What follows belongs to an exercise in optimizing a design on an open flow for small area, a short achievable clock period and few clock cycles; a production flow would make more cautious choices. Function was not checked in any run shown here: the RTL went through the layout flow alone. Power and IR drop assume default switching activity.

==> flow/design.v <==
package kcpsmx3_inc;
localparam OPERAND_WIDTH    = 8;                     
localparam CODE_WIDTH       = 18;
localparam CODE_DEPTH       = 10;                    
localparam CODE_SIZE        = (1 << CODE_DEPTH);     
localparam PORT_WIDTH       = OPERAND_WIDTH;         
localparam PORT_DEPTH       = OPERAND_WIDTH;         
localparam PORT_SIZE        = (1 << PORT_DEPTH);     
localparam STACK_WIDTH      = CODE_DEPTH;            
localparam STACK_DEPTH      = 5;                     
localparam STACK_SIZE       = (1 << STACK_DEPTH);    
localparam REGISTER_WIDTH   = OPERAND_WIDTH;         
localparam REGISTER_DEPTH   = 4;                     
localparam REGISTER_SIZE    = (1 << REGISTER_DEPTH); 
localparam SCRATCH_WIDTH    = OPERAND_WIDTH;         
localparam SCRATCH_DEPTH    = 6;                     
localparam SCRATCH_SIZE     = (1 << SCRATCH_DEPTH);  
localparam OPERATION_WIDTH  = 5;
localparam RESET_VECTOR     = 0;                     
localparam INTERRUPT_VECTOR = (CODE_SIZE - 1);        
typedef enum logic [1:0] {
    Z           = 2'b00,  
    NZ          = 2'b01,  
    C           = 2'b10,  
    NC          = 2'b11   
} cond_flag_t;
typedef enum logic [1:0] {
    SA          = 2'b00,  
    RL_SRX      = 2'b01,  
    RR_SLX      = 2'b10,  
    SC          = 2'b11  
} shift_op_t;
typedef enum logic [4:0] {
    LOAD        = 5'h00,
    INPUT       = 5'h02,
    FETCH       = 5'h03,
    AND         = 5'h05,
    OR          = 5'h06,
    XOR         = 5'h07,
    TEST        = 5'h09,
    COMPARE     = 5'h0a,
    ADD         = 5'h0c,
    ADDCY       = 5'h0d,
    SUB         = 5'h0e,
    SUBCY       = 5'h0f,
    RS          = 5'h10,
    RETURN      = 5'h15,
    OUTPUT      = 5'h16,
    STORE       = 5'h17,
    CALL        = 5'h18,
    JUMP        = 5'h1a,
    RETURNI     = 5'h1c,
    INTERRUPT   = 5'h1e
} opcode_t;
typedef struct packed {
    logic [11:8] x_addr;                 
    logic [7:4] y_addr;                  
    logic [3:0] padding;                 
} reg_reg_instr_t;
typedef struct packed {
    logic [11:8] x_addr;                 
    logic [7:0] constant;                
} reg_const_instr_t;
typedef struct packed {
    logic [11:8] x_addr;                 
    logic [7:6] padding;                 
    logic [5:0] scratch_addr;            
} scratch_instr_t;
typedef struct packed {
    logic [11:8] x_addr;                 
    logic [7:0] port_addr;               
} port_instr_t;
typedef struct packed {
    logic [11:8] x_addr;                 
    logic [7:4] padding;                 
    logic [3:3] dir;                     
    shift_op_t  op;                      
    logic [0:0] constant;                
} shift_instr_t;
typedef struct packed {
    cond_flag_t flags;                   
    logic [9:0] code_addr;               
} jump_instr_t;
typedef struct packed {
    logic [11:1] padding;
    logic [0:0] en;
} int_instr_t;
typedef struct packed {
    opcode_t    operation;           
    logic       op_cond_sel;         
    union packed {                   
        reg_reg_instr_t reg_reg;
        reg_const_instr_t reg_const;
        scratch_instr_t scratch;
        port_instr_t port;
        shift_instr_t shift;
        jump_instr_t jump;
        int_instr_t interrupt;
    } instr_type;
} instr_t;
endpackage
import kcpsmx3_inc::*;
module kcpsmx(
    output logic [PORT_DEPTH-1:0]   port_id,         
    output logic                    write_strobe,    
    output logic [PORT_WIDTH-1:0]   out_port,        
    output logic                    read_strobe,     
    input        [PORT_WIDTH-1:0]   in_port,         
    input                           interrupt,       
    output logic                    interrupt_ack,   
    input                           reset,           
    input                           clk,             
    output logic [CODE_DEPTH-1:0]   address,         
    input        [CODE_WIDTH-1:0]   instruction      
);
assign interrupt_ack = 1'b0;
logic [9:0]  pc;
logic [17:0] ir;
logic [7:0]  rf  [0:15];         
logic [7:0]  spr [0:63];         
logic [9:0]  stk [0:31];         
logic [4:0]  sp;                 
logic [9:0]  tos;                
logic        carry, zero;
logic [7:0]  e_a, e_b;
logic        e_fa, e_fb;         
logic [3:0]  e_dst;
logic        e_regwrite, e_flagwrite;
logic        e_input, e_output, e_store, e_reti, e_push;
logic        e_sub;
logic [1:0]  e_cin;              
logic        e_sel_add, e_sel_and, e_sel_or, e_sel_xor, e_sel_sh, e_sel_b, e_sel_scr;
logic        e_test;
logic        e_sdir;
logic [1:0]  e_sop;
logic        e_sconst;
logic [9:0]  e_pushdata;
logic [7:0]  res;
logic [3:0]  w_dst;
logic        w_regwrite, w_input, w_flagwrite, w_zclr;
assign address = pc;
wire [4:0] op = ir[17:13];
wire d_load    = (op == LOAD);
wire d_input   = (op == INPUT);
wire d_fetch   = (op == FETCH);
wire d_and     = (op == AND);
wire d_or      = (op == OR);
wire d_xor     = (op == XOR);
wire d_test    = (op == TEST);
wire d_cmp     = (op == COMPARE);
wire d_add     = (op == ADD);
wire d_addcy   = (op == ADDCY);
wire d_sub     = (op == SUB);
wire d_subcy   = (op == SUBCY);
wire d_rs      = (op == RS);
wire d_ret     = (op == RETURN);
wire d_output  = (op == OUTPUT);
wire d_store   = (op == STORE);
wire d_call    = (op == CALL);
wire d_jump    = (op == JUMP);
wire d_reti    = (op == RETURNI);
wire d_arith     = d_add | d_addcy | d_sub | d_subcy | d_cmp;
wire d_regwrite  = d_load | d_input | d_fetch | d_and | d_or | d_xor |
                   d_add | d_addcy | d_sub | d_subcy | d_rs;
wire d_flagwrite = d_and | d_or | d_xor | d_test | d_arith | d_rs;
wire d_usex      = d_and | d_or | d_xor | d_test | d_arith | d_rs | d_output | d_store;
wire d_usey      = ir[12] & (d_load | d_input | d_fetch | d_and | d_or | d_xor | d_test |
                             d_arith | d_output | d_store);
wire [7:0] wb_data = w_input ? in_port : res;
wire z_eff = w_flagwrite ? ~|res : (w_zclr ? 1'b0 : zero);
wire cond_ok = ~ir[12] | (ir[11] ? (carry ^ ir[10]) : (z_eff ^ ir[10]));
wire d_jmp  = (d_jump | d_call) & cond_ok;
wire d_retk = (d_ret & cond_ok) | d_reti;
wire d_push = d_call & cond_ok;
wire stall = e_input & ((d_usex & (ir[11:8] == e_dst)) | (d_usey & (ir[7:4] == e_dst)));
wire [9:0] pc_inc = pc + 10'd1;
wire [3:0] xa = ir[11:8];
wire [3:0] ya = ir[7:4];
wire [7:0] xv = (w_regwrite && w_dst == xa) ? wb_data : rf[xa];
wire [7:0] yv = (w_regwrite && w_dst == ya) ? wb_data : rf[ya];
always_ff @(posedge clk) begin
    if (reset) begin
        pc <= 10'd0;
        ir <= 18'h02000;         
        sp <= 5'd31;
    end else if (!stall) begin
        ir <= instruction;
        if (d_jmp)       pc <= ir[9:0];
        else if (d_retk) pc <= tos;
        else             pc <= pc_inc;
        if (d_push)      sp <= sp + 5'd1;
        else if (d_retk) sp <= sp - 5'd1;
    end
end
always_ff @(posedge clk) begin
    e_a   <= xv;
    e_b   <= ir[12] ? yv : ir[7:0];
    e_dst <= xa;
    e_fa  <= e_regwrite & (e_dst == xa);
    e_fb  <= ir[12] & e_regwrite & (e_dst == ya);
    e_sub <= d_sub | d_subcy | d_cmp;
    e_cin <= d_addcy ? 2'd2 : d_subcy ? 2'd3 : (d_sub | d_cmp) ? 2'd1 : 2'd0;
    e_sel_add <= d_arith;
    e_sel_and <= d_and | d_test;
    e_sel_or  <= d_or;
    e_sel_xor <= d_xor;
    e_sel_sh  <= d_rs;
    e_sel_b   <= d_load;
    e_sel_scr <= d_fetch;
    e_test    <= d_test;
    e_sdir    <= ir[3];
    e_sop     <= ir[2:1];
    e_sconst  <= ir[0];
    e_pushdata <= pc_inc;        
    if (reset || stall) begin
        e_regwrite  <= 1'b0;
        e_flagwrite <= 1'b0;
        e_input     <= 1'b0;
        e_output    <= 1'b0;
        e_store     <= 1'b0;
        e_reti      <= 1'b0;
        e_push      <= 1'b0;
    end else begin
        e_regwrite  <= d_regwrite;
        e_flagwrite <= d_flagwrite;
        e_input     <= d_input;
        e_output    <= d_output;
        e_store     <= d_store;
        e_reti      <= d_reti;
        e_push      <= d_push;
    end
end
wire [7:0] a = e_fa ? res : e_a;
wire [7:0] b = e_fb ? res : e_b;
wire [7:0] bx  = b ^ {8{e_sub}};
wire       cin = e_cin[1] ? (carry ^ e_cin[0]) : e_cin[0];
wire [8:0] sum = {1'b0, a} + {1'b0, bx} + {8'd0, cin};
wire sbit = (e_sop == 2'b10) ? a[0] :
            (e_sop == 2'b01) ? a[7] :
            (e_sop == 2'b00) ? carry : e_sconst;
wire [7:0] shres = e_sdir ? {sbit, a[7:1]} : {a[6:0], sbit};
wire       shout = e_sdir ? a[0] : a[7];
wire [7:0] andv = a & b;
wire [7:0] scr  = spr[b[5:0]];
wire [7:0] result = ({8{e_sel_add}} & sum[7:0]) |
                    ({8{e_sel_and}} & andv)     |
                    ({8{e_sel_or }} & (a | b))  |
                    ({8{e_sel_xor}} & (a ^ b))  |
                    ({8{e_sel_sh }} & shres)    |
                    ({8{e_sel_b  }} & b)        |
                    ({8{e_sel_scr}} & scr);
wire c_new = (e_sel_add & (sum[8] ^ e_sub)) |
             (e_test    & (^andv))           |
             (e_sel_sh  & shout);
always_ff @(posedge clk) begin
    if (e_store) spr[b[5:0]] <= a;
    if (e_push)  stk[sp] <= e_pushdata;
    tos <= e_push ? e_pushdata : stk[sp];
end
always_ff @(posedge clk) begin
    res      <= result;
    w_dst    <= e_dst;
    port_id  <= b;
    out_port <= a;
    if (reset) begin
        carry        <= 1'b0;
        w_regwrite   <= 1'b0;
        w_input      <= 1'b0;
        w_flagwrite  <= 1'b0;
        w_zclr       <= 1'b0;
        read_strobe  <= 1'b0;
        write_strobe <= 1'b0;
    end else begin
        if (e_flagwrite)                carry <= c_new;
        else if (e_reti && !w_flagwrite) carry <= 1'b0;
        w_regwrite   <= e_regwrite;
        w_input      <= e_input;
        w_flagwrite  <= e_flagwrite;
        w_zclr       <= e_reti & ~w_flagwrite;
        read_strobe  <= e_input;
        write_strobe <= e_output;
    end
end
always_ff @(posedge clk) begin
    if (w_regwrite) rf[w_dst] <= wb_data;
end
always_ff @(posedge clk) begin
    if (reset) zero <= 1'b0;
    else       zero <= z_eff;
end
endmodule
==> flow/run.sh <==
#!/bin/bash
# synth_recipe.tcl (not shown) runs the flow's synth.tcl, then flattens the netlist and writes it again
# the make line also repeats each setting of config.mk as NAME=value (left out here)
make -C /OpenROAD-flow-scripts/flow DESIGN_CONFIG=/design/flow/config.mk WORK_HOME=/design/flow/orfs CLKGATE_MAP_FILE= SYNTH_SCRIPT=/design/flow/synth_recipe.tcl finish
==> flow/config.mk <==
export PLATFORM = sky130hd
export DESIGN_NAME = kcpsmx
export DESIGN_NICKNAME = kcpsmx
export VERILOG_FILES = /design/flow/design.v
export SDC_FILE = /design/flow/constraint.sdc
export NUM_CORES = 4
export LEC_CHECK = 0
export ABC_CLOCK_PERIOD_IN_PS = 2000
export CAP_MARGIN = 20
export CORE_MARGIN = 2
export CORE_UTILIZATION = 40
export SETUP_SLACK_MARGIN = 4.0
export SLEW_MARGIN = 20
==> flow/constraint.sdc <==
create_clock -name core_clock -period 6.0 [get_ports {clk}]
set_input_delay 1.2000 -clock core_clock [delete_from_list [all_inputs] [get_ports {clk}]]
set_output_delay 1.2000 -clock core_clock [all_outputs]
set_load 0.01 [all_outputs]
==> key figures, run 1 <==
Logic synthesis
  • Ys Warns: 1
  • Sequential share of the synthesized area: 70.8%
  • Synth Flop Type: edfxtp_1
  • Syn nets: between 2k and 3k
  • EDFF count, synth: between 900 and 1k
  • Synthesized flop and latch total: 1083
  • Ys async rst share: 0%
  • Post-Synthesis Cells: approximately 2.8k
  • Mapped cell area: between 40000 and 50000 µm²
  • Syn Area/Cell: about 16 µm²
  • Synth cell types: 81

Floorplan
  • Die ar.: 113000 µm²
  • Top-level port count: 58
  • DIE HEIGHT: between 300 and 400 µm
  • Area of the core: 109000 µm²
  • DIE WIDTH: 336 µm
  • Starting density of the core: just over 40%
  • Cell Rows: 121

Place
  • Cells after DPL: 4224
  • GPL Wtd Cong: slightly below 0.9
  • I/O Buffers: 55
  • Final HPWL DP: about 70000 µm

Clock tree
  • Reg clk slew, reported paths: roughly 0.06 ns
  • Root Buffer: clkbuf_16
  • Cts bufs inserted: between 100 and 150
  • Clock Sinks: roughly 1.1k
  • Clock Path Buffers: 3
  • Clk latency of the worst-skew pair: 0.73 ns
  • CTS tree: built
  • Max H-tree Level: 3

Timing
  • Slew Limit Fails: 0
  • Tmin final: ~3.5 ns
  • Fmax: between 200 and 300 MHz
  • Tcrit/Tclk final: between 50 and 60%
  • Final hold slack: 0.423 ns
  • RSZ-0062 raised after global routing: yes
  • Clock Skew: roughly 0.048 ns
  • # setup viols final: 0
  • Slew headroom: 29.8%
  • Setup TNS: 0 ns
  • Hold Violations, Final: 0
  • Worst-margin pin slew: around 1.0 ns

Critical path
  • Critical Path RT: roughly 6.6 ns
  • Crit. End Element: register
  • Reg-to-reg slack, setup: ~2.5 ns
  • Worst endpoint data arrival time: about 4.1 ns
  • CP startpoint kind: register
  • WS Path Type: reg -> reg
  • Worst Path Max Fanout: 7

GRT
  • Grt ovf: 0
  • All-layer global routing usage: between 20% and 30%
  • First-pass GRT wire length: 201000 µm
  • Vias in the first global route: around 29k
  • Largest net degree at the start of global routing: between 50 and 60
  • Initial antenna violation count: 9

Drt
  • Via density: roughly 6
  • DRT Pass-1 Iters: 9
  • Detailed router's first-iteration violation count: 4572
  • Routed Antenna Nets: 0
  • Post-detailed-routing wire length: approximately 150000 µm
  • Wirelength per Cell: 30.6 µm
  • DRC: 0
  • Via count: roughly 30k

Layout
  • Nets: approximately 3.4k
  • Leading cell type in the layout, fill and taps excluded: edfxtp_1
  • Area Overhead vs Synth: 32.5%
  • Final std cells w/o fill: about 4.9k
  • Ratio of cells with drive above 1 in the final layout: approximately 37%
  • Multi-input gate area: ~14000 µm²
  • Most frequent cells in the layout: edfxtp_1 (960), nand2_1 (288), buf_4 (179)
  • Register area: 31400 µm²
  • Layout fillers: ~8k

Power
  • PwrDens: 299 nW/µm²
  • Worst VDD drop: between 0.2 and 0.25 mV
  • LEAKAGE: between 15 and 20 nW

Job
  • Max Cap Viol: 0

Min path
  • HP Class: reg -> reg

Outcome
  • Status: finished clean
-- cell usage after synthesis (all sizes together) (8+ instances only) --
cell type	number	area [µm²]
a211oi	12	90.1
a21oi	82	410
a221oi	12	105
a22oi	17	128
a311oi	26	228
a31oi	27	184
and3	30	188
buf	97	508
clkbuf	79	298
dfxtp	123	2460
edfxtp	960	28800
ha	27	338
inv	40	155
mux2	37	417
mux2i	46	527
mux4	173	3900
nand2	315	1190
nand2b	13	81.3
nand3	79	395
nand3b	17	128
nor2	183	687
nor2b	18	113
nor3	46	230
nor3b	10	80.1
nor4	12	81.3
o211ai	28	210
o21ai	69	345
o221ai	36	315
o22ai	70	438
or3b	8	70.1
xnor2	32	280
xor2	17	149
-- area by class of cell --
| type | instances | share of cell area, % |
|---|---|---|
| Clock inverter | 51 | 0.921 |
| Timing Repair inverter | 9 | 0.135 |
| Sequential cell | 1083 | 53.7 |
| Multi-Input combinational cell | 1518 | 23.9 |
| Antenna cell | 2 | 0.00855 |
| Tap cell | 1476 | 3.15 |
| Timing Repair Buffer | 530 | 12.6 |
| Inverter | 41 | 0.509 |
| Clock buffer | 145 | 5.06 |
-- per-layer routing --
layer  global-route usage, %  part of all wire [%]
met1                    32.0                    36
met2                    38.6                    45
met3                    5.62                    12
met4                    11.7                   6.5
met5                       0                  0.10
-- worst paths after layout --
check / start / end / depth (start not counted)
min reg2reg: ir[11]$_SDFFE_PP0N_ / e_dst[3]$_DFF_P_ / 0
max reg2reg: e_dst[0]$_DFF_P_ / res[7]$_DFF_P_ / 15
min: ir[11]$_SDFFE_PP0N_ / e_dst[3]$_DFF_P_ / 0
max: e_dst[0]$_DFF_P_ / res[7]$_DFF_P_ / 15
-- worst max-delay path, cell delays in order (launching register included) --
cell and delay, ns:
dfxtp_4 0.46, buf_12 0.17, mux4_2 0.54, nor3_4 0.24, a2111oi_4 0.08, a21oi_2 0.18
inv_2 0.08, ha_4 0.21, nor2b_4 0.12, o21ai_2 0.18, a21oi_2 0.09, or4_1 0.45
o311ai_2 0.11, xnor2_1 0.12, a221oi_2 0.24, o211ai_1 0.11
-- through the flow --
stage | utilization [%] | setup WS (ns) | area [µm²] | total power, mW
after CTS | 51.7 | 2.50 | 56500 | 17.2
after detailed placement | 42.5 | 1.47 | 46400 | 9.94
after floorplan | - | 0.286 | 44400 | 9.43
final | 53.6 | 2.48 | 58500 | 17.5
after global placement | 42.4 | 1.43 | 46300 | 9.91
after global routing | 53.6 | 2.41 | 58500 | 17.9
-- what timing repair did --
action / in CTS / in global routing
hold buffers: 0 / 0
endpoints found under the setup margin: 1443 / 1254
resized for setup: 777 / 198
cloned: 56 / 17
hold endpoints to repair: 0 / 0
pin swaps: 122 / 90
buffers inserted: 269 / 90
-- sequential cells by signal (all words and copies together) (netlist names), 10 cells and up, named ones only --
name / cells
e_pushdata: 10
ir: 18
pc: 10
rf: 128
spr: 512
stk: 320
-- logic make-up after synthesis --
logic type | count (synthesis) | synth area share (%)
AO/OA/AOI/OAI | 422 | 6.41
XOR/XNOR | 49 | 0.971
adder cells (fa/ha/maj) | 30 | 0.900
buffers and inverters | 217 | 2.18
flip-flops | 1083 | 70.8
multiplexers | 256 | 10.9
other | 1 | 0.00848
AND/OR/NAND/NOR | 759 | 7.79
-- power by group --
part | switching, mW | leakage [nW] | total (mW) | internal [mW]
sequential | 0.145 | 9.81 | 8.52 | 8.38
clock | 2.95 | 1.72 | 6.72 | 3.77
combinational | 1.32 | 8.28 | 2.29 | 0.963
total | 4.42 | 19.8 | 17.5 | 13.1
==> run 2, diff against run 1 <==
--- a/flow/config.mk
+++ b/flow/config.mk
@@ -7,3 +7,3 @@
 export LEC_CHECK = 0
-export ABC_CLOCK_PERIOD_IN_PS = 2000
+export ABC_CLOCK_PERIOD_IN_PS = 2500
 export CAP_MARGIN = 20
@@ -11,3 +11,3 @@
 export CORE_UTILIZATION = 40
-export SETUP_SLACK_MARGIN = 4.0
+export SETUP_SLACK_MARGIN = 3.5
 export SLEW_MARGIN = 20
==> run 2 against run 1 <==
Net effect: final area fell by 5.5%; wire length fell by 10%; register-to-register slack improved by 0.05 ns; die area did not move; worst hold slack got worse by 0.012 ns; global-route usage fell by 2.0 points; sequential cell count did not move; sequential share of layout area rose by 3.0 points; worst setup slack improved by 0.054 ns; non-clock buffer count fell by 148; synthesized area did not move; largest power group unchanged.
==> key figures, run 2 <==
Layout
  • Leading cell type in the layout, fill and taps excluded: edfxtp_1 (unchanged)
  • Ratio of cells with drive above 1 in the final layout: 31.5% (was 37.2%)
  • Nets: 3199 (was 3350)
  • Area Overhead vs Synth: 25.2% (was 32.5%)
  • Multi-input gate area: 13400 µm² (was 14000 µm²)
  • Layout fillers: 8631 (was 8187)
  • Most frequent cells in the layout: edfxtp_1 (960), nand2_1 (305), buf_4 (179) (was edfxtp_1 (960), nand2_1 (288), buf_4 (179))
  • Max FFs per register: 512 (unchanged)
  • Register area: 31400 µm² (about the same)

Timing
  • Final hold slack: 0.411 ns (was 0.423 ns)
  • # setup viols final: 0 (unchanged)
  • Tmin final: 3.46 ns (was 3.52 ns)
  • RSZ-0062 raised after global routing: yes (unchanged)
  • Setup TNS: 0 ns (unchanged)
  • Fmax: 289 MHz (was 284 MHz)
  • Tcrit/Tclk final: 57.7% (was 58.6%)
  • Worst-margin pin slew: 1.15 ns (was 1.05 ns)
  • Hold Violations, Final: 0 (unchanged)
  • Slew headroom: 22.3% (was 29.8%)
  • Slew Limit Fails: 0 (unchanged)
  • Clock Skew: 0.0420 ns (was 0.0479 ns)

Place
  • I/O Buffers: 55 (unchanged)
  • Final HPWL DP: 70200 µm (unchanged)
  • GPL Wtd Cong: 0.894 (unchanged)

Drt
  • DRT Pass-1 Iters: 6 (was 9)
  • Via density: 5.96 (was 6.18)
  • Wirelength per Cell: 28.4 µm (was 30.6 µm)
  • Post-detailed-routing wire length: 133000 µm (was 148000 µm)
  • DRC: 0 (unchanged)
  • Detailed router's first-iteration violation count: 3727 (was 4572)
  • Via count: 28.0k (was 30.0k)
  • Routed Antenna Nets: 0 (unchanged)

Logic synthesis
  • Yosys top cell area share: 65.2% (unchanged)
  • Syn nets: 2876 (unchanged)
  • Synthesized flop and latch total: 1083 (unchanged)
  • Top post-synthesis cells by area: edfxtp_1 (65%), mux4_2 (8.8%), dfxtp_1 (5.6%) (unchanged)
  • Ys async rst share: 0% (unchanged)
  • Sequential share of the synthesized area: 70.8% (unchanged)
  • Most numerous cell in the Yosys netlist: edfxtp_1 (unchanged)
  • Post-Synthesis Cells: 2817 (unchanged)
  • Syn Area/Cell: 15.7 µm² (unchanged)
  • Synth area leader: edfxtp_1 (unchanged)
  • Synth cell types: 81 (unchanged)
  • Ys Warns: 1 (unchanged)
  • Mapped cell area: 44200 µm² (unchanged)
  • Synth cell count leaders: edfxtp_1 (960), nand2_1 (312), nor2_1 (183) (unchanged)
  • EDFF count, synth: 960 (unchanged)
  • Synth Flop Type: edfxtp_1 (unchanged)

Floorplan
  • Cell Rows: 121 (unchanged)
  • DIE HEIGHT: 336 µm (unchanged)
  • Die ar.: 113000 µm² (unchanged)
  • Starting density of the core: 40.5% (unchanged)
  • Area of the core: 109000 µm² (unchanged)
  • Top-level port count: 58 (unchanged)
  • DIE WIDTH: 336 µm (unchanged)

Critical path
  • Worst Path Max Fanout: 6 (was 7)
  • Crit. End Element: register (unchanged)
  • Worst endpoint data arrival time: 4.04 ns (was 4.10 ns)
  • Critical Path RT: 6.57 ns (was 6.58 ns)
  • R2r worst-path depth: 15 (unchanged)
  • WS Path Type: reg -> reg (unchanged)
  • CP startpoint kind: register (unchanged)

GRT
  • Grt ovf: 0 (unchanged)
  • Vias in the first global route: 27.2k (was 28.5k)
  • Initial antenna violation count: 4 (was 9)
  • First-pass GRT wire length: 186000 µm (was 201000 µm)
  • All-layer global routing usage: 22.4% (was 24.4%)
  • Largest net degree at the start of global routing: 89 (was 53)

Power
  • PwrDens: 308 nW/µm² (was 299 nW/µm²)
  • LEAKAGE: 18.5 nW (was 19.8 nW)
  • Total power: 17.1 mW (was 17.5 mW)
  • Worst VDD drop: 0.250 mV (was 0.247 mV)

Job
  • Max Cap Viol: 0 (unchanged)

Clock tree
  • Cts bufs inserted: 108 (unchanged)
  • Reg clk slew, reported paths: 0.06 ns (about the same)
  • Clk latency of the worst-skew pair: 0.72 ns (was 0.73 ns)
  • Max H-tree Level: 3 (unchanged)
  • Clock Path Buffers: 3 (unchanged)
  • Hold_buf cts: 0 (unchanged)
  • Clock Sinks: 1083 (unchanged)
  • Root Buffer: clkbuf_16 (unchanged)
  • CTS tree: built (unchanged)

Outcome
  • Status: finished clean (unchanged)

Min path
  • Hold Crit Depth: 0 (unchanged)
  • HP Class: reg -> reg (unchanged)
run 2: cell counts after synthesis:
No cell type changed its count.
run 2: repair_timing:
action                     4_1_cts  5_1_grt
gates cloned                    22       17
pin swaps                       71       62
resized for setup              474      143
buffers inserted               153       88
setup endpoints to repair     1117      852
run 2: cell families after synthesis:
logic type	count (synthesis)	synth area share, %
xor+xnor	49	0.971
flops	1083	70.8
other cells	1	0.00848
simple gates	759	7.79
fa+ha+maj	30	0.900
buf+inv	217	2.18
compound gates	422	6.41
mux	256	10.9
run 2: path summary, 6_finish.rpt:
check | end | slack, ns | startpoint
setup reg to reg | carry$_SDFFE_PP0P_ | 2.54 | e_dst[0]$_DFF_P_
hold / removal | e_dst[3]$_DFF_P_ | 0.41 | ir[11]$_SDFFE_PP0N_
setup / recovery | carry$_SDFFE_PP0P_ | 2.54 | e_dst[0]$_DFF_P_
hold reg to reg | e_dst[3]$_DFF_P_ | 0.41 | ir[11]$_SDFFE_PP0N_
run 2: through the flow:
stage          instance area (µm²)  setup slack [ns]  util (%)  std cells
2_1_floorplan                44400             0.286         -       2817
5_1_grt                      55300              2.45      50.7       4702
6_report                     55300              2.54      50.7       4704
4_1_cts                      53400              2.49      48.9       4595
3_3_place_gp                 46300              1.43      42.4       4223
3_5_place_dp                 46400              1.47      42.5       4224
run 2: critical path, stage by stage, from the launching register on:
cell	delay, ns
dfxtp_4	0.46
buf_12	0.15
mux4_2	0.50
a22oi_2	0.18
nand3_2	0.16
a21boi_4	0.23
fa_2	0.27
fa_2	0.24
nor2b_2	0.06
o21ai_2	0.16
a21boi_2	0.09
o21ai_2	0.18
a21oi_2	0.10
xor2_1	0.16
a221oi_2	0.32
nor3_1	0.07
run 2: layout make-up:
cell class                      count  area share (%)
Sequential cell                  1083            56.7
Timing Repair Buffer              382            8.66
Inverter                           41           0.506
Tap cell                         1476            3.34
Timing Repair inverter              7           0.122
Multi-Input combinational cell   1517            24.3
Clock buffer                      145            5.35
Antenna cell                        2         0.00904
Clock inverter                     51           0.974
run 2: metal layers:
layer | global-route usage, % | up-vias | wire (µm)
met2 | 35.6 | 1619 | 62200
met1 | 30.1 | 14300 | 51700
met3 | 4.15 | 401 | 12800
met5 | 0 | - | 27
li1 | - | 11700 | -
met4 | 10.2 | 4 | 6680
run 2: power by group:
part	switching, mW	internal, mW	leakage [nW]	total (mW)
logic	1.13	0.743	6.99	1.87
registers	0.141	8.38	9.80	8.52
clock network	2.91	3.77	1.72	6.68
total	4.18	12.9	18.5	17.1
==> run 3, diff against run 2 <==
--- a/flow/design.v
+++ b/flow/design.v
@@ -118,5 +118,5 @@
 logic [17:0] ir;
-logic [7:0]  rf  [0:15];         
-logic [7:0]  spr [0:63];         
-logic [9:0]  stk [0:31];         
+logic [15:0][7:0] rf;            
+logic [63:0][7:0] spr;           
+logic [31:0][9:0] stk;           
 logic [4:0]  sp;                 
@@ -255,4 +255,6 @@
 always_ff @(posedge clk) begin
-    if (e_store) spr[b[5:0]] <= a;
-    if (e_push)  stk[sp] <= e_pushdata;
+    for (int k = 0; k < 64; k++)
+        if (e_store && b[5:0] == k) spr[k] <= a;
+    for (int k = 0; k < 32; k++)
+        if (e_push && sp == k) stk[k] <= e_pushdata;
     tos <= e_push ? e_pushdata : stk[sp];
@@ -284,3 +286,4 @@
 always_ff @(posedge clk) begin
-    if (w_regwrite) rf[w_dst] <= wb_data;
+    for (int k = 0; k < 16; k++)
+        if (w_regwrite && w_dst == k) rf[k] <= wb_data;
 end
--- a/flow/config.mk
+++ b/flow/config.mk
@@ -7,7 +7,8 @@
 export LEC_CHECK = 0
-export ABC_CLOCK_PERIOD_IN_PS = 2500
+export ABC_CLOCK_PERIOD_IN_PS = 2200
 export CAP_MARGIN = 20
 export CORE_MARGIN = 2
-export CORE_UTILIZATION = 40
-export SETUP_SLACK_MARGIN = 3.5
+export CORE_UTILIZATION = 60
+export SETUP_SLACK_MARGIN = 3.8
 export SLEW_MARGIN = 20
+export TNS_END_PERCENT = 20
==> run 3 against run 2 <==
Net effect: sequential power grew 0.8%; combinational power shrank 11%; non-clock buffer count shrank 87; worst hold slack lost 0.025 ns; synthesized cell count shrank 4.3%; critical path type unchanged; clock skew shrank 0.024 ns.
==> key figures, run 3 <==
Timing
  • Fmax: 336 MHz (was 289 MHz)
  • Setup TNS: 0 ns (unchanged)
  • RSZ-0062 raised after global routing: yes (unchanged)
  • Worst-margin pin slew: 1.12 ns (was 1.15 ns)
  • Tcrit/Tclk final: 49.5% (was 57.7%)
  • Slew Limit Fails: 0 (unchanged)
  • Slew headroom: 25.3% (was 22.3%)
  • Tmin final: 2.97 ns (was 3.46 ns)
  • Hold Violations, Final: 0 (unchanged)
  • # setup viols final: 0 (unchanged)
  • Final hold slack: 0.386 ns (was 0.411 ns)
  • Clock Skew: 0.0183 ns (was 0.0420 ns)

Logic synthesis
  • Post-synthesis xor/xnor area fraction: 1.02% (was 0.971%)
  • Synth area leader: edfxtp_1 (unchanged)
  • Synth cell types: 76 (was 81)
  • Syn nets: 2758 (was 2876)
  • Simple-gate share of the synthesized area: 6.97% (was 7.79%)
  • Yosys top cell area share: 64.6% (was 65.2%)
  • Post-Synthesis Cells: 2696 (was 2817)
  • Largest family of logic cells by synthesized area: multiplexers (unchanged)
  • Synthesized flop and latch total: 1092 (was 1083)
  • Synth cell count leaders: edfxtp_1 (960), nand2_1 (291), mux4_2 (239) (was edfxtp_1 (960), nand2_1 (312), nor2_1 (183))
  • Synth Area in Compound Gates: 4.37% (was 6.41%)
  • Ys async rst share: 0% (unchanged)
  • Ys Warns: 1 (unchanged)
  • Synth Area in Adders: 0.959% (was 0.900%)
  • Top post-synthesis cells by area: edfxtp_1 (65%), mux4_2 (12%), dfxtp_1 (5.9%) (was edfxtp_1 (65%), mux4_2 (8.8%), dfxtp_1 (5.6%))
  • Most numerous cell in the Yosys netlist: edfxtp_1 (unchanged)
  • EDFF count, synth: 960 (unchanged)
  • Sequential share of the synthesized area: 70.5% (was 70.8%)
  • Post-synthesis mux area share: 14.0% (was 10.9%)
  • Synth Flop Type: edfxtp_1 (unchanged)
  • Mapped cell area: 44600 µm² (was 44200 µm²)
  • Syn Area/Cell: 16.6 µm² (was 15.7 µm²)

Clock tree
  • Reg clk slew, reported paths: 0.06 ns (about the same)
  • Root Buffer: clkbuf_16 (unchanged)
  • Clock Sinks: 1092 (was 1083)
  • Max H-tree Level: 3 (unchanged)
  • CTS tree: built (unchanged)
  • Cts bufs inserted: 109 (was 108)
  • Clk latency of the worst-skew pair: 0.67 ns (was 0.72 ns)
  • Clock Path Buffers: 3 (unchanged)

Place
  • I/O Buffers: 55 (unchanged)
  • GPL Wtd Cong: 0.851 (was 0.894)
  • Final HPWL DP: 65700 µm (was 70200 µm)
  • Placed inst area: 46500 µm² (was 46400 µm²)

GRT
  • All-layer global routing usage: 30.3% (was 22.4%)
  • Initial antenna violation count: 4 (unchanged)
  • First-pass GRT wire length: 170000 µm (was 186000 µm)
  • Grt ovf: 0 (unchanged)
  • Vias in the first global route: 25.8k (was 27.2k)
  • Largest net degree at the start of global routing: 70 (was 89)

Min path
  • HP Class: reg -> reg (unchanged)

Layout
  • Area Overhead vs Synth: 20.4% (was 25.2%)
  • Leading cell type in the layout, fill and taps excluded: edfxtp_1 (unchanged)
  • Layout fillers: 4454 (was 8631)
  • Max FFs per register: 512 (unchanged)
  • Nets: 3001 (was 3199)
  • Antenna cells: 0 (was 2)
  • Most frequent cells in the layout: edfxtp_1 (960), nand2_1 (286), mux4_2 (239) (was edfxtp_1 (960), nand2_1 (305), buf_4 (179))
  • Ratio of cells with drive above 1 in the final layout: 31.6% (was 31.5%)
  • Post-route design area: 53700 µm² (was 55300 µm²)

Drt
  • Wirelength per Cell: 29.6 µm (was 28.4 µm)
  • Routed Antenna Nets: 0 (unchanged)
  • Post-detailed-routing wire length: 118000 µm (was 133000 µm)
  • Via count: 26.3k (was 28.0k)
  • Detailed router's first-iteration violation count: 3034 (was 3727)
  • DRT Pass-1 Iters: 8 (was 6)
  • Via density: 6.59 (was 5.96)
  • DRC: 0 (unchanged)

Critical path
  • Worst Path Max Fanout: 48 (was 6)
  • Reg2reg end: carry$_SDFFE_PP0P_ (unchanged)
  • CP startpoint: res[1]$_DFF_P_ (was e_dst[0]$_DFF_P_)
  • WS Path Type: reg -> reg (unchanged)
  • CP endpoint: carry$_SDFFE_PP0P_ (unchanged)
  • R2r worst-path depth: 10 (was 15)
  • Crit. End Element: register (unchanged)
  • Critical Path RT: 6.57 ns (about the same)
  • Reg-to-reg slack, setup: 3.03 ns (was 2.54 ns)
  • Worst endpoint data arrival time: 3.54 ns (was 4.04 ns)
  • Worst R2R Start: res[1]$_DFF_P_ (was e_dst[0]$_DFF_P_)
  • CP startpoint kind: register (unchanged)

Floorplan
  • DIE HEIGHT: 277 µm (was 336 µm)
  • Die ar.: 76600 µm² (was 113000 µm²)
  • Starting density of the core: 60.9% (was 40.5%)
  • Cell Rows: 99 (was 121)
  • Area of the core: 73300 µm² (was 109000 µm²)
  • Top-level port count: 58 (unchanged)
  • DIE WIDTH: 277 µm (was 336 µm)

Power
  • LEAKAGE: 18.2 nW (was 18.5 nW)
  • PwrDens: 317 nW/µm² (was 308 nW/µm²)
  • Worst VDD drop: 0.289 mV (was 0.250 mV)
  • Total power: 17.0 mW (was 17.1 mW)

Outcome
  • Status: finished clean (unchanged)

Job
  • Max Cap Viol: 0 (unchanged)
run 3: changes by cell type in the layout (fill, tap and decap cells not counted), sizes merged, moves of 24 or more:
cell    previous run  this run
mux4             173       239
o22ai             70        10
buf              331       254
nor3              46        80
nand2            315       291
nor2             183       132
o221ai            36         1
nand3             79       114
run 3: metrics by stage:
stage          util (%)  setup WS, ns  std cells
2_1_floorplan         -          2.80       2696
3_3_place_gp       63.2          1.87       3608
3_5_place_dp       63.4          1.87       3610
4_1_cts            71.4          2.93       3919
5_1_grt            73.3          2.95       3994
6_report           73.3          3.03       3994
run 3: cells by family (layout without fill, tap and decap cells):
logic type	Yosys count	in the layout
compound gates	286	286
fa+ha+maj	33	33
simple gates	700	700
buf+inv	213	550
xor+xnor	51	51
flops	1092	1092
mux	320	322
other cells	1	1
run 3: report_power, final:
group	internal [mW]	switching (mW)
clock network	3.94	2.86
logic	0.630	1.03
registers	8.45	0.137
total	13.0	4.03
run 3: critical path: stages, from the launching register on:
cell and delay, ns:
dfxtp_2 0.48, mux2i_4 0.13, clkinvlp_4 0.17, buf_6 0.38, fa_2 0.30, a21o_1 0.13
a21oi_2 0.07, o21bai_2 0.18, a2111oi_4 0.10, or4b_2 0.64, a311oi_1 0.26
run 3: final cells by class:
type                       count  area, µm²  area share, %
clock buffer                 150       3070           5.72
clock inverter                57        541           1.01
inverter                      42        203          0.377
multi-input combinational   1393      13700           25.5
sequential                  1092      31600           58.8
tap                          959       1200           2.23
timing repair buffer         295       3370           6.27
timing repair inverter         6       71.3          0.133
run 3: timing repair:
| action | 4_1_cts | 5_1_grt |
|---|---|---|
| hold endpoints to repair | 0 | 0 |
| pin swaps | 47 | 28 |
| gates cloned | 17 | 6 |
| gates resized for setup | 238 | 262 |
| buffers inserted | 85 | 68 |
| hold buffers | 0 | 0 |
| endpoints found under the setup margin | 961 | 930 |
run 3: how the worst min path moves through the flow:
stage / cells past startpoint / to / startpoint / slack (ns)
floorplan: 0 / e_dst[0]$_DFF_P_ / ir[8]$_SDFFE_PP0N_ / 0.33
global placement: 0 / w_dst[2]$_DFF_P_ / e_dst[2]$_DFF_P_ / 0.38
detailed placement: 0 / w_dst[1]$_DFF_P_ / e_dst[1]$_DFF_P_ / 0.38
CTS: 0 / w_dst[1]$_DFF_P_ / e_dst[1]$_DFF_P_ / 0.39
global route: 0 / w_dst[1]$_DFF_P_ / e_dst[1]$_DFF_P_ / 0.40
finish: 0 / w_dst[1]$_DFF_P_ / e_dst[1]$_DFF_P_ / 0.39
run 3: routing by layer:
layer  global-route usage [%]  vias up  part of all wire [%]
met1                     42.1    13600                    39
met5                        0        -                 0.011
li1                         -    11100                     -
met3                     5.10      263                   8.5
met4                     12.2        2                   4.3
met2                     48.7     1368                    49
==> run 4, diff against run 3 <==
--- a/flow/config.mk
+++ b/flow/config.mk
@@ -11,4 +11,3 @@
 export CORE_UTILIZATION = 60
-export SETUP_SLACK_MARGIN = 3.8
+export SETUP_SLACK_MARGIN = 3.0
 export SLEW_MARGIN = 20
-export TNS_END_PERCENT = 20
==> run 4 against run 3 <==
Net effect: highest routed layer is now met4; die area stayed put; power is 1.7% lower; critical path type unchanged; wire length down 5.4%; still clean on timing, DRC and antenna; synthesized area unchanged; worst setup slack worse by 0.085 ns; fmax shrank 2.8%; critical endpoint unchanged; cell count shrank 3.3%; register-to-register slack worse by 0.09 ns.
==> key figures, run 4 <==
GRT
  • Vias in the first global route: 25.0k (was 25.8k)
  • GR Util met2: 47.7% (was 48.7%)
  • Grt met1 use: 40.3% (was 42.1%)
  • Largest net degree at the start of global routing: 69 (was 70)
  • First-pass GRT wire length: 164000 µm (was 170000 µm)
  • All-layer global routing usage: 29.2% (was 30.3%)
  • Grt ovf: 0 (unchanged)
  • GRT busiest layer: met2 (unchanged)
  • Initial antenna violation count: 0 (was 4)
  • GR Layer Usage met3: 5.33% (was 5.10%)

Power
  • Clock power share: 40.2% (was 39.9%)
  • Sw Pwr: 3.95 mW (was 4.03 mW)
  • LEAKAGE: 17.0 nW (was 18.2 nW)
  • PwrDens: 328 nW/µm² (was 317 nW/µm²)
  • Total power: 16.7 mW (was 17.0 mW)
  • Worst VDD drop: 0.342 mV (was 0.289 mV)
  • P_int: 12.8 mW (was 13.0 mW)
  • Switching share of power: 23.6% (about the same)
  • Comb pwr share: 8.6% (was 9.7%)
  • Sequential fraction of design power: 51.3% (was 50.4%)

Min path
  • Hold Path Sink: w_dst[1]$_DFF_P_ (unchanged)
  • Worst hold start: e_dst[1]$_DFF_P_ (unchanged)
  • HP Class: reg -> reg (unchanged)
  • Hold Crit Depth: 0 (unchanged)

Timing
  • Hold Violations, Final: 0 (unchanged)
  • RSZ-0062 raised after global routing: yes (unchanged)
  • Slew headroom: 24.0% (was 25.3%)
  • Fmax: 327 MHz (was 336 MHz)
  • Worst-margin pin slew: 1.14 ns (was 1.12 ns)
  • # setup viols final: 0 (unchanged)
  • Clock Skew: 0.0203 ns (was 0.0183 ns)
  • Tcrit/Tclk final: 51.0% (was 49.5%)
  • Slew Limit Fails: 0 (unchanged)
  • Setup TNS: 0 ns (unchanged)
  • Tmin final: 3.06 ns (was 2.97 ns)

Drt
  • DRC: 0 (unchanged)
  • Via count: 25.2k (was 26.3k)
  • Post-detailed-routing wire length: 112000 µm (was 118000 µm)
  • Detailed router's first-iteration violation count: 2706 (was 3034)
  • DRT Pass-1 Iters: 6 (was 8)
  • Via density: 6.51 (was 6.59)
  • Routed Antenna Nets: 0 (unchanged)
  • Wirelength per Cell: 28.9 µm (was 29.6 µm)

Critical path
  • Worst Path Buf+Inv: 2 (unchanged)
  • CP startpoint kind: register (unchanged)
  • Worst R2R Start: e_fb$_DFF_P_ (was res[1]$_DFF_P_)
  • Worst Path Max Fanout: 23 (was 48)
  • Crit. End Element: register (unchanged)
  • CP peak stage delay: 0.64 ns (about the same)
  • R2r worst-path depth: 10 (unchanged)
  • Reg2reg end: carry$_SDFFE_PP0P_ (unchanged)
  • Critical Path RT: 6.58 ns (was 6.57 ns)
  • CP max stage cell: or4b_2 (unchanged)
  • Critical-path cell list: buf_4 > mux2i_4 > buf_12 > xnor2_1 > ha_1 > a21oi_2 > o21bai_2 > a2111oi_4 > or4b_2 > a311oi_1 (was mux2i_4 > clkinvlp_4 > buf_6 > fa_2 > a21o_1 > a21oi_2 > o21bai_2 > a2111oi_4 > or4b_2 > a311oi_1)
  • Worst endpoint data arrival time: 3.64 ns (was 3.54 ns)
  • Reg-to-reg slack, setup: 2.94 ns (was 3.03 ns)
  • WS Path Type: reg -> reg (unchanged)
  • Crit-path leading delay family: compound AO/OA/AOI/OAI gates (unchanged)
  • CP startpoint: e_fb$_DFF_P_ (was res[1]$_DFF_P_)

Layout
  • Max FFs per register: 512 (unchanged)
  • Layout fillers: 4791 (was 4454)
  • Nets: 2873 (was 3001)
  • Antenna cells: 0 (unchanged)
  • Most frequent cells in the layout: edfxtp_1 (960), nand2_1 (289), mux4_2 (239) (was edfxtp_1 (960), nand2_1 (286), mux4_2 (239))
  • Area Overhead vs Synth: 14.6% (was 20.4%)
  • Post-route design area: 51100 µm² (was 53700 µm²)
  • Register area: 31500 µm² (was 31600 µm²)
  • Multi-input gate area: 12800 µm² (was 13700 µm²)
  • Leading cell type in the layout, fill and taps excluded: edfxtp_1 (unchanged)
  • Ratio of cells with drive above 1 in the final layout: 24.1% (was 31.6%)
  • Final std cells w/o fill: 3864 (was 3994)

Logic synthesis
  • Post-Synthesis Cells: 2696 (unchanged)
  • Top post-synthesis cells by area: edfxtp_1 (65%), mux4_2 (12%), dfxtp_1 (5.9%) (unchanged)
  • Synth Flop Type: edfxtp_1 (unchanged)
  • Mapped cell area: 44600 µm² (unchanged)
  • EDFF count, synth: 960 (unchanged)
  • Yosys top cell area share: 64.6% (unchanged)
  • Simple-gate share of the synthesized area: 6.97% (unchanged)
  • Ys async rst share: 0% (unchanged)
  • Largest family of logic cells by synthesized area: multiplexers (unchanged)
  • Ys Warns: 1 (unchanged)
  • Post-synthesis xor/xnor area fraction: 1.02% (unchanged)
  • Syn Area/Cell: 16.6 µm² (unchanged)
  • Synth Area in Compound Gates: 4.37% (unchanged)
  • Synth Area in Adders: 0.959% (unchanged)
  • Syn nets: 2758 (unchanged)
  • Synthesized flop and latch total: 1092 (unchanged)
  • Synth cell count leaders: edfxtp_1 (960), nand2_1 (291), mux4_2 (239) (unchanged)
  • Synth cell types: 76 (unchanged)
  • Synth area leader: edfxtp_1 (unchanged)
  • Most numerous cell in the Yosys netlist: edfxtp_1 (unchanged)
  • Sequential share of the synthesized area: 70.5% (unchanged)
  • Post-synthesis mux area share: 14.0% (unchanged)

Clock tree
  • CTS tree: built (unchanged)
  • Cts bufs inserted: 107 (was 109)
  • Hold_buf cts: 0 (unchanged)
  • Clock Path Buffers: 3 (unchanged)
  • Reg clk slew, reported paths: 0.06 ns (about the same)
  • Root Buffer: clkbuf_16 (unchanged)
  • Clock Sinks: 1092 (unchanged)
  • Max H-tree Level: 3 (unchanged)
  • Clk latency of the worst-skew pair: 0.68 ns (was 0.67 ns)

Floorplan
  • DIE WIDTH: 277 µm (unchanged)
  • Die ar.: 76600 µm² (unchanged)
  • Area of the core: 73300 µm² (unchanged)
  • Cell Rows: 99 (unchanged)
  • Starting density of the core: 60.9% (unchanged)
  • Top-level port count: 58 (unchanged)
  • DIE HEIGHT: 277 µm (unchanged)

Place
  • I/O Buffers: 55 (unchanged)
  • GPL Wtd Cong: 0.849 (was 0.851)
  • Final HPWL DP: 65200 µm (was 65700 µm)
  • Cells after DPL: 3616 (was 3610)
  • Placed inst area: 46400 µm² (was 46500 µm²)

Job
  • Max Cap Viol: 0 (unchanged)

Outcome
  • Status: finished clean (unchanged)
-- run 4: cell count changes in the layout (fill, tap and decap cells not counted), moves of 15 or more --
cell             previous run  this run
buf_6                      38         5
clkdlybuf4s50_1            27        55
buf_12                     40        10
nor3_4                     32        15
dfxtp_4                    22         7
buf_4                     151        93
nor2_1                     86       103
-- run 4: through the flow --
step	utilization, %	hold slack (ns)	setup slack (ns)
floorplan	-	0.329	2.80
global placement	63.1	0.381	2.03
detailed placement	63.3	0.381	1.95
CTS	69.2	0.390	2.90
global route	69.7	0.402	2.81
finish	69.7	0.390	2.94
-- run 4: final cells by class --
class	count	area share, %
Timing Repair inverter	3	0.0490
Multi-Input combinational cell	1393	25.1
Tap cell	959	2.35
Inverter	42	0.411
Clock inverter	63	1.15
Timing Repair Buffer	172	3.40
Sequential cell	1092	61.7
Clock buffer	140	5.84
-- run 4: worst max-delay path by stage --
stage | end | cells past startpoint
finish | carry$_SDFFE_PP0P_ | 10
global route | carry$_SDFFE_PP0P_ | 12
CTS | carry$_SDFFE_PP0P_ | 11
detailed placement | spr[16]$_DFFE_PP_ | 7
global placement | spr[240]$_DFFE_PP_ | 4
floorplan | carry$_SDFFE_PP0P_ | 13
-- run 4: power by group through the flow --
stage                     sequential (mW)  clock, mW  combinational (mW)
after detailed placement             8.75          0                1.26
after global routing                 8.59       7.11                1.51
after floorplan                      8.67          0               0.828
final                                8.59       6.72                1.43
after CTS                            8.58       6.81                1.37
after global placement               8.74          0                1.23
-- run 4: layer usage --
layer	up-vias	wire [µm]	share of wire (%)
li1	10800	-	-
met1	12900	44000	39
met2	1169	55100	49
met3	198	9130	8.2
met4	0	3520	3.1
met5	-	0	0
-- run 4: cell families after synthesis --
family / count (synthesis)
other: 1
adders and majority gates: 33
buffers and inverters: 213
AOI/OAI and AO/OA: 286
DFF: 1092
and+or+nand+nor: 700
xor gates and xnor gates: 51
muxes: 320
-- run 4: what timing repair did --
action / CTS / global route
gates cloned: 7 / 3
setup endpoints to repair: 650 / 162
hold endpoints to repair: 0 / 0
gates resized for setup: 91 / 50
pin swaps: 4 / 4
buffers inserted: 26 / 8
==> run 5, diff against run 4 <==
--- a/flow/design.v
+++ b/flow/design.v
@@ -125,2 +125,3 @@
 logic [7:0]  e_a, e_b;
+logic [5:0]  e_saddr;            
 logic        e_fa, e_fb;         
@@ -174,3 +175,6 @@
 wire d_push = d_call & cond_ok;
-wire stall = e_input & ((d_usex & (ir[11:8] == e_dst)) | (d_usey & (ir[7:4] == e_dst)));
+wire d_memport = d_input | d_output | d_fetch | d_store;
+wire stall = (e_input & ((d_usex & (ir[11:8] == e_dst)) | (d_usey & (ir[7:4] == e_dst)))) |
+             (e_regwrite & ((d_memport & ir[12] & (ir[7:4] == e_dst)) |
+                            (d_store & (ir[11:8] == e_dst))));
 wire [9:0] pc_inc = pc + 10'd1;
@@ -197,2 +201,3 @@
     e_b   <= ir[12] ? yv : ir[7:0];
+    e_saddr <= ir[12] ? yv[5:0] : ir[5:0];
     e_dst <= xa;
@@ -243,3 +248,3 @@
 wire [7:0] andv = a & b;
-wire [7:0] scr  = spr[b[5:0]];
+wire [7:0] scr  = spr[e_saddr];
 wire [7:0] result = ({8{e_sel_add}} & sum[7:0]) |
@@ -256,3 +261,3 @@
     for (int k = 0; k < 64; k++)
-        if (e_store && b[5:0] == k) spr[k] <= a;
+        if (e_store && e_saddr == k) spr[k] <= e_a;
     for (int k = 0; k < 32; k++)
@@ -264,3 +269,3 @@
     w_dst    <= e_dst;
-    port_id  <= b;
+    port_id  <= e_b;
     out_port <= a;
--- a/flow/config.mk
+++ b/flow/config.mk
@@ -11,3 +11,4 @@
 export CORE_UTILIZATION = 60
-export SETUP_SLACK_MARGIN = 3.0
+export SETUP_SLACK_MARGIN = 3.5
 export SLEW_MARGIN = 20
+export TNS_END_PERCENT = 30
==> run 5 against run 4 <==
Net effect: wire length decreased by 7.2%; non-clock buffer count decreased by 12; power decreased by 1.4%; cell count decreased by 9.5%; critical path type unchanged; largest power group unchanged.
==> key figures, run 5 <==
Critical path
  • Critical Path RT: 6.53 ns (was 6.58 ns)
  • WS Path Type: reg -> reg (unchanged)
  • CP startpoint kind: register (unchanged)
  • CP max stage cell: fa_2 (was or4b_2)
  • Critical-path cell list: buf_12 > mux2i_4 > inv_2 > fa_2 > fa_2 > a21o_1 > buf_4 > buf_6 > buf_6 > a21oi_4 > xnor2_2 > a211oi_2 > nand4_1 (was buf_4 > mux2i_4 > buf_12 > xnor2_1 > ha_1 > a21oi_2 > o21bai_2 > a2111oi_4 > or4b_2 > a311oi_1)
  • CP peak stage delay: 0.43 ns (was 0.64 ns)
  • Crit. End Element: register (unchanged)
  • Worst Path Max Fanout: 3 (was 23)
  • Worst endpoint data arrival time: 3.49 ns (was 3.64 ns)

Logic synthesis
  • Post-synthesis xor/xnor area fraction: 0.988% (was 1.02%)
  • Post-synthesis mux area share: 19.2% (was 14.0%)
  • Synth Area in Adders: 0.966% (was 0.959%)
  • Simple-gate share of the synthesized area: 3.95% (was 6.97%)
  • Synth cell types: 69 (was 76)
  • Largest family of logic cells by synthesized area: multiplexers (unchanged)
  • Synth Area in Compound Gates: 2.25% (was 4.37%)
  • Yosys top cell area share: 65.1% (was 64.6%)
  • Post-Synthesis Cells: 2308 (was 2696)
  • EDFF count, synth: 960 (unchanged)
  • Most numerous cell in the Yosys netlist: edfxtp_1 (unchanged)
  • Ys async rst share: 0% (unchanged)
  • Synth cell count leaders: edfxtp_1 (960), mux4_2 (329), nor2_1 (166) (was edfxtp_1 (960), nand2_1 (291), mux4_2 (239))
  • Syn Area/Cell: 19.2 µm² (was 16.6 µm²)
  • Synth area leader: edfxtp_1 (unchanged)
  • Syn nets: 2370 (was 2758)
  • Synth Flop Type: edfxtp_1 (unchanged)
  • Mapped cell area: 44300 µm² (was 44600 µm²)
  • Synthesized flop and latch total: 1092 (unchanged)
  • Ys Warns: 1 (unchanged)
  • Top post-synthesis cells by area: edfxtp_1 (65%), mux4_2 (17%), dfxtp_1 (6.0%) (was edfxtp_1 (65%), mux4_2 (12%), dfxtp_1 (5.9%))
  • Sequential share of the synthesized area: 71.0% (was 70.5%)

Power
  • Sequential fraction of design power: 52.0% (was 51.3%)
  • Worst VDD drop: 0.308 mV (was 0.342 mV)
  • P_int: 12.8 mW (about the same)
  • Clock power share: 39.8% (was 40.2%)
  • LEAKAGE: 16.8 nW (was 17.0 nW)
  • Sw Pwr: 3.71 mW (was 3.95 mW)
  • Comb pwr share: 8.2% (was 8.6%)
  • PwrDens: 324 nW/µm² (was 328 nW/µm²)
  • Switching share of power: 22.5% (was 23.6%)

GRT
  • All-layer global routing usage: 27.9% (was 29.2%)
  • First-pass GRT wire length: 152000 µm (was 164000 µm)
  • Initial antenna violation count: 1 (was 0)
  • Largest net degree at the start of global routing: 68 (was 69)
  • Vias in the first global route: 22.7k (was 25.0k)
  • Grt ovf: 0 (unchanged)

Layout
  • Multi-input gate area: 12500 µm² (was 12800 µm²)
  • Max FFs per register: 512 (unchanged)
  • Nets: 2505 (was 2873)
  • Leading cell type in the layout, fill and taps excluded: edfxtp_1 (unchanged)
  • Ratio of cells with drive above 1 in the final layout: 29.3% (was 24.1%)
  • Layout fillers: 4656 (was 4791)
  • Register area: 31600 µm² (was 31500 µm²)
  • Most frequent cells in the layout: edfxtp_1 (960), mux4_2 (329), nor2_1 (132) (was edfxtp_1 (960), nand2_1 (289), mux4_2 (239))
  • Area Overhead vs Synth: 14.8% (was 14.6%)

Clock tree
  • Clock Path Buffers: 3 (unchanged)
  • Max H-tree Level: 3 (unchanged)
  • Reg clk slew, reported paths: 0.06 ns (about the same)
  • Root Buffer: clkbuf_16 (unchanged)
  • CTS tree: built (unchanged)
  • Hold_buf cts: 0 (unchanged)
  • Clock Sinks: 1092 (unchanged)
  • Clk latency of the worst-skew pair: 0.68 ns (about the same)
  • Cts bufs inserted: 108 (was 107)

Floorplan
  • Top-level port count: 58 (unchanged)
  • Starting density of the core: 60.6% (was 60.9%)
  • DIE WIDTH: 276 µm (was 277 µm)
  • Die ar.: 76000 µm² (was 76600 µm²)
  • DIE HEIGHT: 276 µm (was 277 µm)
  • Cell Rows: 99 (unchanged)
  • Area of the core: 73100 µm² (was 73300 µm²)

Timing
  • # setup viols final: 0 (unchanged)
  • Slew Limit Fails: 0 (unchanged)
  • Final hold slack: 0.353 ns (was 0.390 ns)
  • Slew headroom: 24.2% (was 24.0%)
  • RSZ-0062 raised after global routing: yes (unchanged)
  • Worst-margin pin slew: 1.13 ns (was 1.14 ns)
  • Fmax: 337 MHz (was 327 MHz)
  • Clock Skew: 0.0255 ns (was 0.0203 ns)
  • Setup TNS: 0 ns (unchanged)
  • Hold Violations, Final: 0 (unchanged)
  • Tcrit/Tclk final: 49.4% (was 51.0%)
  • Tmin final: 2.96 ns (was 3.06 ns)

Job
  • Max Cap Viol: 0 (unchanged)

Drt
  • Detailed router's first-iteration violation count: 2704 (was 2706)
  • Routed Antenna Nets: 0 (unchanged)
  • Post-detailed-routing wire length: 104000 µm (was 112000 µm)
  • DRT Pass-1 Iters: 24 (was 6)
  • DRC: 0 (unchanged)
  • Wirelength per Cell: 29.7 µm (was 28.9 µm)
  • Via density: 6.49 (was 6.51)
  • Via count: 22.7k (was 25.2k)

Outcome
  • Status: finished clean (unchanged)

Min path
  • HP Class: reg -> reg (unchanged)

Place
  • I/O Buffers: 55 (unchanged)
  • GPL Wtd Cong: 0.878 (was 0.849)
  • Final HPWL DP: 61300 µm (was 65200 µm)
[run 5: cell types whose count changed in the layout (fill, tap and decap cells not counted), sizes merged, moves of 13 or more]
cell / change
nand2: -209
mux4: +90
nand3: -82
nor3: -68
a21oi: -38
nor2: +34
clkdlybuf4s50: -28
dlymetal6s2s: +25
mux2i: +24
inv: -16
buf: -14
o21ai: -13
[run 5: layout make-up]
class	count	share of cell area (%)
Inverter	28	0.207
Antenna cell	1	0.00492
Tap cell	959	2.36
Clock inverter	71	1.24
Multi-Input combinational cell	1053	24.5
Timing Repair Buffer	160	4.03
Sequential cell	1092	62.1
Clock buffer	131	5.56
[run 5: cells by family (layout without fill, tap and decap cells)]
logic type,after synthesis,count (layout)
flops,1092,1092
mux,435,435
compound gates,153,153
xor+xnor,50,50
buf+inv,163,390
fa+ha+maj,33,33
other cells,1,2
simple gates,381,381
[run 5: power groups by stage]
stage,registers [mW],clock network [mW],logic [mW]
after detailed placement,8.77,0,1.11
after floorplan,8.72,0,0.719
after global placement,8.76,0,1.09
final,8.58,6.56,1.35
after CTS,8.58,6.65,1.34
after global routing,8.59,6.94,1.44
[run 5: timing repair]
action,in CTS,in global routing
pin swaps,21,11
endpoints found under the hold margin,0,0
gates resized for setup,133,55
cloned,11,0
setup buffers,48,11
setup endpoints to repair,922,799
[run 5: routing by layer]
metal,GRT usage [%],up-vias,wire length [µm]
li1,-,9648,-
met1,42.5,11900,44100
met2,42.7,944,48600
met3,4.80,174,8220
met4,7.51,2,2750
met5,0,-,12
[run 5: metrics by stage]
| step | area, µm² | setup slack, ns | utilization, % | total power [mW] | instances |
|---|---|---|---|---|---|
| 3_5_place_dp | 45800 | 2.50 | 62.7 | 9.88 | 3222 |
| 5_1_grt | 50900 | 3.03 | 69.6 | 17.0 | 3494 |
| 4_1_cts | 50600 | 3.11 | 69.3 | 16.6 | 3483 |
| 3_3_place_gp | 45800 | 2.46 | 62.7 | 9.85 | 3219 |
| 2_1_floorplan | 44400 | 2.98 | - | 9.44 | 2308 |
| 6_report | 50900 | 3.04 | 69.6 | 16.5 | 3495 |
[run 5: final timing paths]
check	from	endpoint	slack (ns)	cells past startpoint
max reg2reg	e_a[0]$_DFF_P_	res[4]$_DFF_P_	3.04	13
min	e_b[7]$_DFF_P_	port_id[7]$_DFF_P_	0.35	0
min reg2reg	e_b[7]$_DFF_P_	port_id[7]$_DFF_P_	0.35	0
max	e_a[0]$_DFF_P_	res[4]$_DFF_P_	3.04	13
[run 5: worst max-delay path: cells and delay by family (launching register included)]
| family | cells | cell delay [ns] |
|---|---|---|
| buffers and inverters | 5 | 0.58 |
| adder cells (fa/ha/maj) | 2 | 0.81 |
| AND/OR/NAND/NOR | 1 | 0.16 |
| AO/OA/AOI/OAI | 3 | 0.65 |
| flip-flops | 1 | 0.35 |
| XOR/XNOR | 1 | 0.10 |
| multiplexers | 1 | 0.18 |
==> run 6, diff against run 5 <==
--- a/flow/config.mk
+++ b/flow/config.mk
@@ -11,4 +11,3 @@
 export CORE_UTILIZATION = 60
-export SETUP_SLACK_MARGIN = 3.5
+export SETUP_SLACK_MARGIN = 3.8
 export SLEW_MARGIN = 20
-export TNS_END_PERCENT = 30
==> run 6 against run 5 <==
Net effect: synthesized area unchanged; sequential share of layout area down 2.8 points; fmax down 0.88%; largest cell class unchanged; first-iteration DRC count up 6.5%.
==> key figures, run 6 <==
Logic synthesis
  • Synth area leader: edfxtp_1 (unchanged)
  • Yosys top cell area share: 65.1% (unchanged)
  • Synth cell count leaders: edfxtp_1 (960), mux4_2 (329), nor2_1 (166) (unchanged)
  • Syn nets: 2370 (unchanged)
  • Ys Warns: 1 (unchanged)
  • Sequential share of the synthesized area: 71.0% (unchanged)
  • Synth Flop Type: edfxtp_1 (unchanged)
  • EDFF count, synth: 960 (unchanged)
  • Synthesized flop and latch total: 1092 (unchanged)
  • Ys async rst share: 0% (unchanged)
  • Top post-synthesis cells by area: edfxtp_1 (65%), mux4_2 (17%), dfxtp_1 (6.0%) (unchanged)
  • Synth cell types: 69 (unchanged)
  • Mapped cell area: 44300 µm² (unchanged)
  • Most numerous cell in the Yosys netlist: edfxtp_1 (unchanged)
  • Syn Area/Cell: 19.2 µm² (unchanged)
  • Post-Synthesis Cells: 2308 (unchanged)

Place
  • Final HPWL DP: 61000 µm (was 61300 µm)
  • I/O Buffers: 55 (unchanged)
  • Setup WS pre-CTS: 2.52 ns (was 2.50 ns)
  • Placed inst area: 45900 µm² (was 45800 µm²)
  • GPL Wtd Cong: 0.833 (was 0.878)

Critical path
  • Worst Path Max Fanout: 2 (was 3)
  • CP max stage cell: fa_2 (unchanged)
  • Worst Path Buf+Inv: 3 (was 5)
  • WS Path Type: reg -> reg (unchanged)
  • CP peak stage delay: 0.39 ns (was 0.43 ns)
  • Crit. End Element: register (unchanged)
  • Crit-path leading delay family: adder cells (unchanged)
  • Critical-path cell list: mux2i_4 > xnor2_2 > fa_2 > fa_2 > a21o_1 > buf_4 > buf_4 > buf_6 > a21oi_4 > xnor2_2 > a211oi_2 > nand4_1 (was buf_12 > mux2i_4 > inv_2 > fa_2 > fa_2 > a21o_1 > buf_4 > buf_6 > buf_6 > a21oi_4 > xnor2_2 > a211oi_2 > nand4_1)
  • Critical Path RT: 6.52 ns (was 6.53 ns)
  • CP startpoint kind: register (unchanged)
  • Worst endpoint data arrival time: 3.51 ns (was 3.49 ns)

GRT
  • Grt ovf: 0 (unchanged)
  • Initial antenna violation count: 1 (unchanged)
  • First-pass GRT wire length: 156000 µm (was 152000 µm)
  • Vias in the first global route: 23.1k (was 22.7k)
  • All-layer global routing usage: 28.6% (was 27.9%)
  • Largest net degree at the start of global routing: 68 (unchanged)

Timing
  • Tmin final: 2.99 ns (was 2.96 ns)
  • Final worst slack: 3.01 ns (was 3.04 ns)
  • Final hold slack: 0.371 ns (was 0.353 ns)
  • # setup viols final: 0 (unchanged)
  • Clock Skew: 0.0281 ns (was 0.0255 ns)
  • Hold Violations, Final: 0 (unchanged)
  • Fmax: 334 MHz (was 337 MHz)
  • Tcrit/Tclk final: 49.8% (was 49.4%)
  • Setup TNS: 0 ns (unchanged)
  • Worst-margin pin slew: 1.18 ns (was 1.13 ns)
  • Slew headroom: 21.4% (was 24.2%)
  • RSZ-0062 raised after global routing: yes (unchanged)
  • Slew Limit Fails: 0 (unchanged)

Layout
  • Post-route design area: 53300 µm² (was 50900 µm²)
  • Ratio of cells with drive above 1 in the final layout: 38.4% (was 29.3%)
  • Most frequent cells in the layout: edfxtp_1 (960), mux4_2 (329), clkbuf_16 (116) (was edfxtp_1 (960), mux4_2 (329), nor2_1 (132))
  • Layout fillers: 4300 (was 4656)
  • Antenna cells: 0 (was 1)
  • Max FFs per register: 512 (unchanged)
  • Area Overhead vs Synth: 20.4% (was 14.8%)
  • Leading cell type in the layout, fill and taps excluded: edfxtp_1 (unchanged)
  • Nets: 2592 (was 2505)

Clock tree
  • Clock Sinks: 1092 (unchanged)
  • Cts bufs inserted: 110 (was 108)
  • Hold_buf cts: 0 (unchanged)
  • CTS tree: built (unchanged)
  • Clk latency of the worst-skew pair: 0.68 ns (about the same)
  • Clock Path Buffers: 3 (unchanged)
  • Max H-tree Level: 3 (unchanged)
  • Reg clk slew, reported paths: 0.06 ns (about the same)
  • Root Buffer: clkbuf_16 (unchanged)

Floorplan
  • Area of the core: 73100 µm² (unchanged)
  • Starting density of the core: 60.6% (unchanged)
  • DIE HEIGHT: 276 µm (unchanged)
  • DIE WIDTH: 276 µm (unchanged)
  • Die ar.: 76000 µm² (unchanged)
  • Cell Rows: 99 (unchanged)
  • Top-level port count: 58 (unchanged)

Drt
  • WL met3: 8710 µm (was 8220 µm)
  • Wirelength per Cell: 30.1 µm (was 29.7 µm)
  • Top sig layer: met4 (was met5)
  • Met2 routed WL: 50900 µm (was 48600 µm)
  • Post-detailed-routing wire length: 108000 µm (was 104000 µm)
  • Routed Antenna Nets: 0 (unchanged)
  • DRC: 0 (unchanged)
  • DRT Pass-1 Iters: 23 (was 24)
  • Via count: 23.4k (was 22.7k)
  • Detailed router's first-iteration violation count: 2881 (was 2704)
  • DRT met1 WL: 46000 µm (was 44100 µm)
  • Via density: 6.54 (was 6.49)

Job
  • Max Cap Viol: 0 (unchanged)

Min path
  • HP Class: reg -> reg (unchanged)

Power
  • LEAKAGE: 17.3 nW (was 16.8 nW)
  • Worst VDD drop: 0.278 mV (was 0.308 mV)
  • Total power: 16.9 mW (was 16.5 mW)
  • PwrDens: 317 nW/µm² (was 324 nW/µm²)

Outcome
  • Status: finished clean (unchanged)
-- run 6: cell counts after synthesis --
No cell type changed its count.
-- run 6: repair_timing --
| action | CTS | global route |
|---|---|---|
| setup endpoints to repair | 950 | 719 |
| gates resized for setup | 465 | 96 |
| buffers inserted | 87 | 49 |
| cloned | 14 | 4 |
| endpoints found under the hold margin | 0 | 0 |
| pin swaps | 31 | 34 |
-- run 6: power breakdown --
group / switching [mW] / internal, mW
combinational: 0.797 / 0.615
sequential: 0.144 / 8.44
clock: 2.86 / 4.07
-- run 6: metrics by stage --
stage / utilization, % / instances
detailed placement: 62.8 / 3223
floorplan: - / 2308
finish: 73.0 / 3584
global route: 73.0 / 3584
CTS: 71.4 / 3531
global placement: 62.8 / 3223
-- run 6: area by class of cell --
class | count | area [µm²] | area share, %
Sequential cell | 1092 | 31600 | 59.3
Multi-Input combinational cell | 1053 | 13500 | 25.3
Timing Repair Buffer | 245 | 3260 | 6.12
Clock buffer | 152 | 3040 | 5.71
Tap cell | 959 | 1200 | 2.25
Clock inverter | 55 | 637 | 1.19
Inverter | 28 | 109 | 0.204
-- run 6: metal layers --
metal | GRT usage, % | up-vias
met5 | 0 | -
met4 | 6.18 | 0
met3 | 4.66 | 173
met2 | 43.9 | 1082
met1 | 44.3 | 12400
li1 | - | 9833
-- run 6: final timing paths --
kind                        endpoint  cells after the start  slack [ns]      startpoint
setup / recovery      res[4]$_DFF_P_                     12        3.01    e_fb$_DFF_P_
hold / removal    port_id[7]$_DFF_P_                      0        0.37  e_b[7]$_DFF_P_
setup reg to reg      res[4]$_DFF_P_                     12        3.01    e_fb$_DFF_P_
hold reg to reg   port_id[7]$_DFF_P_                      0        0.37  e_b[7]$_DFF_P_
-- run 6: cells by family (layout without fill, tap and decap cells) --
logic type                 Yosys count  after routing  synth area share (%)
adders and majority gates           33             33                 0.966
buffers and inverters              163            480                  1.62
and+or+nand+nor                    381            381                  3.95
other                                1              1               0.00846
AOI/OAI and AO/OA                  153            153                  2.25
xor gates and xnor gates            50             50                 0.988
muxes                              435            435                  19.2
DFF                               1092           1092                  71.0

[static timing again, ports no longer ideal]
How much do the figures lean on ideal ports? The routed layouts below were timed once more, with nothing changed but the port constraints. Step 1 sets driving cells, clkbuf_16 on the clock port and buf_2 on the other inputs (assumed; they add their load-dependent delay and slew). Step 2 adds t to the input delays and takes it off the output delays; t is the mean of the earliest and latest rising clock arrival at the registers after step 1. Input paths then give back, and output paths get back, about the clock's delay inside the block. Slacks: ideal ports / drivers / drivers and shift; pairs: ideal ports / drivers.
| run | shift t [ns] | setup slack, ns | hold slack, ns |
|---|---|---|---|
| run 1 | 0.780 | 2.482 / 2.482 / 2.482 | 0.423 / 0.423 / 0.423 |
| run 2 | 0.774 | 2.536 / 2.536 / 2.536 | 0.411 / 0.411 / 0.411 |
| run 3 | 0.732 | 3.028 / 3.028 / 3.028 | 0.386 / 0.386 / 0.386 |
| run 4 | 0.741 | 2.943 / 2.943 / 2.943 | 0.390 / 0.390 / 0.390 |
| run 5 | 0.734 | 3.036 / 3.036 / 3.036 | 0.353 / 0.353 / 0.353 |
| run 6 | 0.730 | 3.010 / 3.010 / 3.010 | 0.371 / 0.371 / 0.371 |
After both steps every run listed still meets setup and hold.
